What follows belongs to an exercise in optimizing a design on an open flow for small area; a production flow would make more cautious choices.
At most, simulation tests tie the RTL to the original design; equivalence was not proved.
Power is estimated from default activity; no workload was simulated.

Design dis_sound, start of the top module:
module dis_sound(
 CLK, RSTn, pulse_r, pulse_t, test_count, Digitron_Out, DigitronCS_Out,LED_Out
);
Size: about 880 cells after synthesis, about 27 I/O pins.
Settings: LEC_CHECK=0, CAP_MARGIN=20, CORE_MARGIN=2, CORE_UTILIZATION=40, CTS_CLUSTER_DIAMETER=80, CTS_CLUSTER_SIZE=30, SLEW_MARGIN=20; clock period 25.0 ns.
run.sh (not shown) runs the stock make flow with config.mk's settings and CLKGATE_MAP_FILE= SYNTH_SCRIPT=/design/flow/synth_recipe.tcl, a recipe that flattens the netlist after the stock synthesis.
Then changed:
CTS_CLUSTER_DIAMETER = 60   (was 80)
CTS_CLUSTER_SIZE = 22   (was 30)
What happened: Final area went up slightly. Global-route usage barely changes. Fmax stays flat. Setup slack degrades by 0.012 ns.
Then changed:
CTS_BUF_LIST = sky130_fd_sc_hd__clkbuf_8   (was default)
CTS_CLUSTER_DIAMETER = 50   (was 60)
CTS_CLUSTER_SIZE = 16   (was 22)
Result:
- The new run ran to the end with no violations
- global-route usage hardly moves
- cell count came out higher by about 1.1%
- via count grows by 1.1%
- power fell by about 3.4%
- die area is unchanged
No run of this note included a check of the RTL's function; only the layout flow was run.

* * *

== oak ==
The RTL this note starts from:
==> flow/design.v <==
module fadd(a, b, c, s, co);
	input a, b, c;
	output s, co;
	assign s = a ^ b ^ c;
	assign co = (a & b) | (a & c) | (b & c);
endmodule
module My_Dig(num, seg);
	input [3:0] num;
	output [6:0] seg;
	function [6:0] p;
		input [3:0] v;
		input [3:0] d;
		input [6:0] c;
		p = (v == d) ? c : 7'd0;
	endfunction
	assign seg = p(num, 0, 7'b011_1111) | p(num, 1, 7'b000_0110) | p(num, 2, 7'b101_1011) |
		p(num, 3, 7'b100_1111) | p(num, 4, 7'b110_0110) | p(num, 5, 7'b110_1101) |
		p(num, 6, 7'b111_1101) | p(num, 7, 7'b000_0111) | p(num, 8, 7'b111_1111) |
		p(num, 9, 7'b110_1111);
endmodule
module dis_sound(
 CLK, RSTn, pulse_r, pulse_t, test_count, Digitron_Out, DigitronCS_Out,LED_Out
);
	input CLK;
	input RSTn;
	input pulse_r;
	input pulse_t;
	output reg test_count;
	output [7:0]Digitron_Out;
	output [5:0]DigitronCS_Out;
	output [7:0]LED_Out;
	function [19:0] inc20;
		input [19:0] x;
		input ci;
		integer i;
		reg cc;
		begin
			cc = ci;
			for (i = 0; i < 20; i = i + 1) begin
				inc20[i] = x[i] ^ cc;
				cc = x[i] & cc;
			end
		end
	endfunction
	reg R1, R2, T1, T2;
	reg [6:0] count_hs;           
	wire hs_done = count_hs[6] & count_hs[5] & count_hs[2];    
	always @ (posedge CLK) begin
		if(!RSTn) begin
			R1 <= 0; R2 <= 0; T1 <= 0; T2 <= 0;
		end else begin
			R1 <= pulse_r; R2 <= R1; T1 <= pulse_t; T2 <= T1;
		end
	end
	always @ (posedge CLK) begin
		if(!RSTn) begin
			test_count <= 0;
			count_hs <= 0;
		end else if(T1 & ~T2)
			test_count <= 1;
		else if(hs_done) begin
			if(R1 & ~R2)
				test_count <= 0;
			else if(~R1 & R2)
				count_hs <= 0;
		end else
			count_hs <= count_hs + 1'b1;
	end
	reg [12:0] cnt;
	always @ (posedge CLK)
		if(!RSTn) cnt <= 0;
		else cnt <= inc20({7'd0, cnt}, 1'b1);
	wire step = &cnt[3:0];
	wire tick = (cnt == 13'h0FFF);
	reg t1, t2;
	reg [19:0] pulse;
	reg [19:0] c1, c2, c3, c4, c5, c6;
	reg [2:0] vc;                  
	wire shift = ~test_count & ~t1 & t2;
	wire wrap = pulse[19] & pulse[17] & pulse[16] & pulse[14] & pulse[13] &
	            pulse[12] & pulse[8] & pulse[7] & pulse[5] & pulse[4];
	wire pclr = ~RSTn | (test_count ? wrap : shift);
	always @ (posedge CLK) begin
		if(!RSTn) begin
			t1 <= 0; t2 <= 0;
		end else begin
			t1 <= test_count; t2 <= t1;
		end
	end
	always @ (posedge CLK)
		pulse <= inc20(pulse, test_count) & ~{20{pclr}};
	always @ (posedge CLK)
		if(RSTn & shift) begin
			c1 <= pulse; c2 <= c1; c3 <= c2; c4 <= c3; c5 <= c4; c6 <= c5;
		end
	always @ (posedge CLK)
		if(!RSTn)
			vc <= 0;
		else if(shift && vc != 3'd6)
			vc <= vc + 1'b1;
	localparam S_IDLE = 5'd0, S_SUB0 = 5'd6, S_ADD6 = 5'd7,
	           S_LED1 = 5'd9, S_LED7 = 5'd15, S_H = 5'd16, S_DH = 5'd20;
	reg [4:0] st;
	reg [2:0] pos;                 
	reg [22:0] Wn;                 
	wire [22:0] W = ~Wn;
	reg [17:0] N;                  
	reg [2:0] q;                   
	reg cond;                      
	wire cap = (st == S_IDLE && tick) || (st >= 5'd1 && st <= 5'd5);
	wire [5:0] sel;
	assign sel[0] = cap && pos == 3'd1 && vc >= 3'd1;
	assign sel[1] = cap && pos == 3'd2 && vc >= 3'd2;
	assign sel[2] = cap && pos == 3'd3 && vc >= 3'd3;
	assign sel[3] = cap && pos == 3'd4 && vc >= 3'd4;
	assign sel[4] = cap && pos == 3'd5 && vc >= 3'd5;
	assign sel[5] = cap && pos == 3'd6 && vc >= 3'd6;
	wire [19:0] entry = ({20{sel[0]}} & c1) | ({20{sel[1]}} & c2) | ({20{sel[2]}} & c3) |
	                    ({20{sel[3]}} & c4) | ({20{sel[4]}} & c5) | ({20{sel[5]}} & c6);
	function [22:0] k;
		input [4:0] s;
		input [4:0] v;
		input [22:0] c;
		k = (s == v) ? c : 23'd0;
	endfunction
	wire [22:0] kc = k(st, S_SUB0, ~23'd61770) | k(st, S_ADD6, 23'd6) |
		k(st, 5'd9, ~23'd529410) | k(st, 5'd10, ~23'd1058820) | k(st, 5'd11, ~23'd1588230) |
		k(st, 5'd12, ~23'd2117640) | k(st, 5'd13, ~23'd2647050) | k(st, 5'd14, ~23'd3176460) |
		k(st, 5'd15, ~23'd3705870) | k(st, 5'd16, ~23'd1764708) | k(st, 5'd17, ~23'd176472) |
		k(st, 5'd18, ~23'd17646) | k(st, 5'd19, ~23'd1764) | k(st, 5'd20, ~23'd174);
	wire cin = st >= S_SUB0 && st != S_ADD6;
	wire [22:0] A = (st == S_IDLE) ? 23'd0 : W;      
	wire [22:0] B = kc | {3'b000, entry};
	wire [23:0] cy;
	wire [22:0] sum;
	assign cy[0] = cin;
	genvar gi;
	generate for (gi = 0; gi < 23; gi = gi + 1) begin : g_add
		fadd fa (.a(A[gi]), .b(B[gi]), .c(cy[gi]), .s(sum[gi]), .co(cy[gi+1]));
	end endgenerate
	wire ok = cy[23];              
	wire is_dig = (st >= S_H && st <= S_DH);
	wire is_led = (st >= S_LED1 && st <= S_LED7);
	wire upd = cap || st == S_ADD6 || ((st == S_SUB0 || is_dig) && ok);
	always @ (posedge CLK)
		if(upd) Wn <= ~sum;
	always @ (posedge CLK) begin
		if(!RSTn) begin
			st <= S_IDLE;
			pos <= 3'd6;
		end else begin
			if(cap)
				pos <= (st == 5'd5) ? 3'd6 : pos - 1'b1 + shift;
			case(st)
				S_IDLE:  if(tick) st <= 5'd1;
				S_ADD6:  st <= S_LED1;
				S_DH:    if(!ok) st <= S_IDLE;
				default: if(!(is_dig && ok)) st <= st + 1'b1;
			endcase
		end
	end
	always @ (posedge CLK)
		if(!RSTn)
			cond <= 0;
		else if(st == S_SUB0)
			cond <= ok;
	always @ (posedge CLK)
		if(st == S_ADD6)
			q <= 0;
		else if(is_led && ok)
			q <= st[2:0];
	always @ (posedge CLK)
		if(st == S_ADD6)
			N <= {N[13:0], 4'd0};
		else if(is_dig) begin
			if(ok)
				N[3:0] <= N[3:0] + 1'b1;
			else if(st != S_DH)
				N <= {N[13:0], 4'd0};
		end
	reg [17:0] D;                  
	reg [2:0] led_case, led_show;
	reg on;                        
	always @ (posedge CLK)
		if(tick) begin
			D <= N;
			led_show <= led_case;
		end
	always @ (posedge CLK)
		if(!RSTn) begin
			on <= 0;
			led_case <= 0;
		end else if(tick) begin
			on <= cond;
			if(cond) led_case <= q;
		end
	assign LED_Out = {8{on}} & {led_show == 3'd7, led_show >= 3'd6, led_show >= 3'd5,
	                  led_show >= 3'd4, led_show >= 3'd3, led_show >= 3'd2,
	                  led_show >= 3'd1, 1'b1};
	reg [5:0] CS;
	reg [3:0] shown;               
	wire [5:0] cs_next = CS[5] ? {1'b1, CS[0], CS[4:1]} : 6'b111110;
	wire [3:0] dsel = ({4{~cs_next[4]}} & {2'b00, D[17:16]}) | ({4{~cs_next[3]}} & D[15:12]) |
	                  ({4{~cs_next[2]}} & D[11:8]) | ({4{~cs_next[1]}} & D[7:4]) |
	                  ({4{~cs_next[0]}} & D[3:0]);
	wire [3:0] val = (on && CS[5]) ? dsel : 4'd0;
	always @ (posedge CLK)
		if(!RSTn) begin
			CS <= 0;
			shown <= 4'd15;
		end else if(step) begin
			CS <= cs_next;
			if(!(val[3] & val[1]))         
				shown <= val;
		end
	wire [6:0] seg;
	My_Dig U2 (.num(shown), .seg(seg));
	assign Digitron_Out = {CS[5] & ~CS[2], seg};
	assign DigitronCS_Out = CS;
endmodule
export LEC_CHECK = 0
export CAP_MARGIN = 20
export CORE_MARGIN = 2
export CORE_UTILIZATION = 40
export CTS_CLUSTER_DIAMETER = 80
export CTS_CLUSTER_SIZE = 30
export SLEW_MARGIN = 20
create_clock -name core_clock -period 25.0 [get_ports {CLK}]
standard.sh (not shown) runs the stock make flow with config.mk's settings and CLKGATE_MAP_FILE= SYNTH_SCRIPT=/design/flow/synth_recipe.tcl, a recipe that flattens the netlist after the stock synthesis.
==> flow/flow/run.sh <==
#!/bin/bash
# Layout flow: the standard ORFS flow (standard.sh: the same synthesis
# script, floorplan, power grid, placement and routing) with three changes:
#  - the final technology mapping in synthesis uses an area-oriented ABC script
#    (flow/abc_own.script) in place of ORFS's abc_speed.script; registers are
#    mapped exactly as in the standard synthesis, ABC only remaps the gates;
#  - ports are buffered with the smallest buffer cell;
#  - clock tree synthesis uses larger sink clusters and no dummy loads.
# The full output of the run goes to flow_run.log here; the ORFS logs are
# copied to orfs_logs/.
set -euo pipefail
WORK=$PWD
rm -rf "$WORK/own_scripts"
cp -r "$FLOW_HOME/scripts" "$WORK/own_scripts"
cp "$WORK/flow/abc_own.script" "$WORK/own_scripts/abc_speed.script"
export BUFFER_PORTS_ARGS="-buffer_cell sky130_fd_sc_hd__buf_1"
export CTS_ARGS="-sink_clustering_enable -repair_clock_nets -sink_clustering_size 30 -sink_clustering_max_diameter 120 -dont_use_dummy_load"
status=0
bash standard.sh "SCRIPTS_DIR=$WORK/own_scripts" finish > flow_run.log 2>&1 || status=$?
mkdir -p orfs_logs
cp -r orfs/logs/. orfs_logs/ 2>/dev/null || true
exit $status
==> flow/flow/abc_own.script <==
&get -n
&st
&dch
&nf
&st
&syn2
&if -g -K 6
&synch2
&nf
&st
&syn2
&if -g -K 6
&synch2
&nf
&st
&syn2
&if -g -K 6
&synch2
&nf
&st
&syn2
&if -g -K 6
&synch2
&nf
&st
&syn2
&if -g -K 6
&synch2
&nf
&st
&dch
&st
&deepsyn -T 60
&dch
&nf -a -R 1000
&put
topo
dnsize -c
## Diff of input files: pine against oak
--- a/flow/flow/run.sh
+++ b/flow/flow/run.sh
@@ -17 +17 @@
-export CTS_ARGS="-sink_clustering_enable -repair_clock_nets -sink_clustering_size 30 -sink_clustering_max_diameter 120 -dont_use_dummy_load"
+export CTS_ARGS="-sink_clustering_enable -repair_clock_nets -sink_clustering_size 26 -sink_clustering_max_diameter 160 -dont_use_dummy_load"
==> comparison <==
- [compare] base=oak new=pine: critical path buffer and inverter count neither gained nor lost much, number of buffers added to fix hold violations after cts neither gained nor lost much, sequential share of layout area neither gained nor lost much, minimum period implied by the final worst setup slack picked up an extra 0.047 ns, total power picked up an extra about 0.6%.
- Worst hold slack on pine is ahead of oak.
- pine vs. oak: overall fraction of global-route tracks in use comparable, final-stage net count comparable, sequential cell count comparable.
- Any difference in filler cell count between oak and pine is small enough to ignore.
Here is what was changed in the inputs of birch compared with pine.
Settings: CTS_CLUSTER_DIAMETER changed from 80 to 120.
--- a/flow/flow/run.sh
+++ b/flow/flow/run.sh
@@ -17 +17 @@
-export CTS_ARGS="-sink_clustering_enable -repair_clock_nets -sink_clustering_size 26 -sink_clustering_max_diameter 160 -dont_use_dummy_load"
+export CTS_ARGS="-sink_clustering_enable -repair_clock_nets -sink_clustering_size 30 -sink_clustering_max_diameter 120 -dont_use_dummy_load -root_buf sky130_fd_sc_hd__clkbuf_8 -tree_buf sky130_fd_sc_hd__clkbuf_8 -buf_list {sky130_fd_sc_hd__clkbuf_8 sky130_fd_sc_hd__clkbuf_16}"
Results
Compared with pine, in birch layout overhead on the synthesized area down 0.57 points, via count of the first global-routing pass saw a decrease.
Across both runs, maximum clock rate was higher for birch than for pine.
For share of final layout cell area taken by non-clock buffers, pine and birch come out practically identical.
Comparing birch and pine, power share of the clock group is lower on birch.
birch packs its core more loosely than pine.
birch against pine: endpoint required time on the critical path went up by 0.05 ns, clock power went down by about 7%, cell area went down by about 0.5%.
birch gives more internal reg-to-reg setup slack than pine did.
Summary of the comparison: share of final layout cell area taken by clock buffers and inverters is lower in birch, relative to pine.
diff inputs: birch => maple
Settings: a change of CTS_CLUSTER_DIAMETER from 120 to 80.
--- a/flow/flow/run.sh
+++ b/flow/flow/run.sh
@@ -17 +17 @@
-export CTS_ARGS="-sink_clustering_enable -repair_clock_nets -sink_clustering_size 30 -sink_clustering_max_diameter 120 -dont_use_dummy_load -root_buf sky130_fd_sc_hd__clkbuf_8 -tree_buf sky130_fd_sc_hd__clkbuf_8 -buf_list {sky130_fd_sc_hd__clkbuf_8 sky130_fd_sc_hd__clkbuf_16}"
+export CTS_ARGS="-sink_clustering_enable -repair_clock_nets -sink_clustering_size 30 -sink_clustering_max_diameter 80 -dont_use_dummy_load"
[summary]
- The flow did not stop early for maple: all stages ran, and the layout cleared the timing, DRC and antenna checks.
- The standard cells in maple occupy more silicon area than those in birch do.
- The final wirelength on birch is in line with that on maple.
- Relative to birch, the sequential fraction of total cell area of maple is lower by 0.46 points.
- maple vs birch — count of clock-buffer cells in the layout rose 2.
- Combinational share of power was higher in the run labelled birch.
- Global-route wire length before repair of birch is on par with maple.
- maple ends up with a proportion of total power due to net switching that is 0.65 points lower than in birch.
- Compared with birch, maple has less setup slack.
- [maple] power share of the clock group rose 2.4 points relative to birch
- A end point of the critical path of Wn[11] is what maple shows, while Wn[21] belongs to birch.
- STATUS net load switching power: maple loses against birch
Edits applied to the flow inputs when going from maple to cedar:
Settings: changing CTS_CLUSTER_DIAMETER from 80 to 120.
--- a/flow/flow/run.sh
+++ b/flow/flow/run.sh
@@ -17 +17 @@
-export CTS_ARGS="-sink_clustering_enable -repair_clock_nets -sink_clustering_size 30 -sink_clustering_max_diameter 80 -dont_use_dummy_load"
+export CTS_ARGS="-sink_clustering_enable -repair_clock_nets -sink_clustering_size 30 -sink_clustering_max_diameter 120 -dont_use_dummy_load -root_buf sky130_fd_sc_hd__clkbuf_4 -tree_buf sky130_fd_sc_hd__clkbuf_4 -buf_list {sky130_fd_sc_hd__clkbuf_4 sky130_fd_sc_hd__clkbuf_16}"
[summary]
maple and cedar ended up with nearly the same clock transition at the register clock pins on the worst setup and hold paths after CTS.
| final period demand of the worst path | cedar vs maple | 0.0055 ns lower |
cedar vs. maple: cell-internal power fell 31 uW, total length of routed met2 wires rose about 1.7%.
[cedar] worst path setup slack after routing rose 0.0055 ns relative to maple
Going from maple to cedar, multi-input gate share of total cell area +0.24 points, final area -about 0.8%.

-- afterwards: timing with drivers on the ports --
Ports are ideal in the flow. The routed layouts listed here were re-timed in OpenROAD.
Step 1 sets driving cells, clkbuf_16 on the clock port and buf_2 on the other inputs (assumed; they add their load-dependent delay and slew).
Step 2 also shifts input and output timing later by t, the mid clock arrival at the registers, as if the neighbouring blocks saw the same clock.
Slacks: ideal / step 1 / step 2; pairs: ideal / step 1.
run	shift t [ns]	slack for setup (ns)	clock arrival spread, ns	slew at the worst register clock pin (ns)
the first run of note 1	0.538	11.951 / 11.951 / 11.951	0.035 / 0.036	0.11 / 0.11
the second run of note 1	0.550	11.940 / 11.940 / 11.940	0.015 / 0.015	0.09 / 0.09
the third run of note 1	0.608	11.892 / 11.892 / 11.892	0.041 / 0.040	0.10 / 0.10
oak	0.514	12.142 / 12.142 / 12.142	0.039 / 0.039	0.12 / 0.12
pine	0.511	12.095 / 12.095 / 12.095	0.040 / 0.040	0.10 / 0.10
birch	0.557	12.149 / 12.149 / 12.149	0.041 / 0.041	0.12 / 0.12
maple	0.507	12.136 / 12.136 / 12.136	0.067 / 0.068	0.11 / 0.11
cedar	0.668	12.142 / 12.142 / 12.142	0.064 / 0.064	0.12 / 0.12
After both steps setup and hold are still met in every run listed.
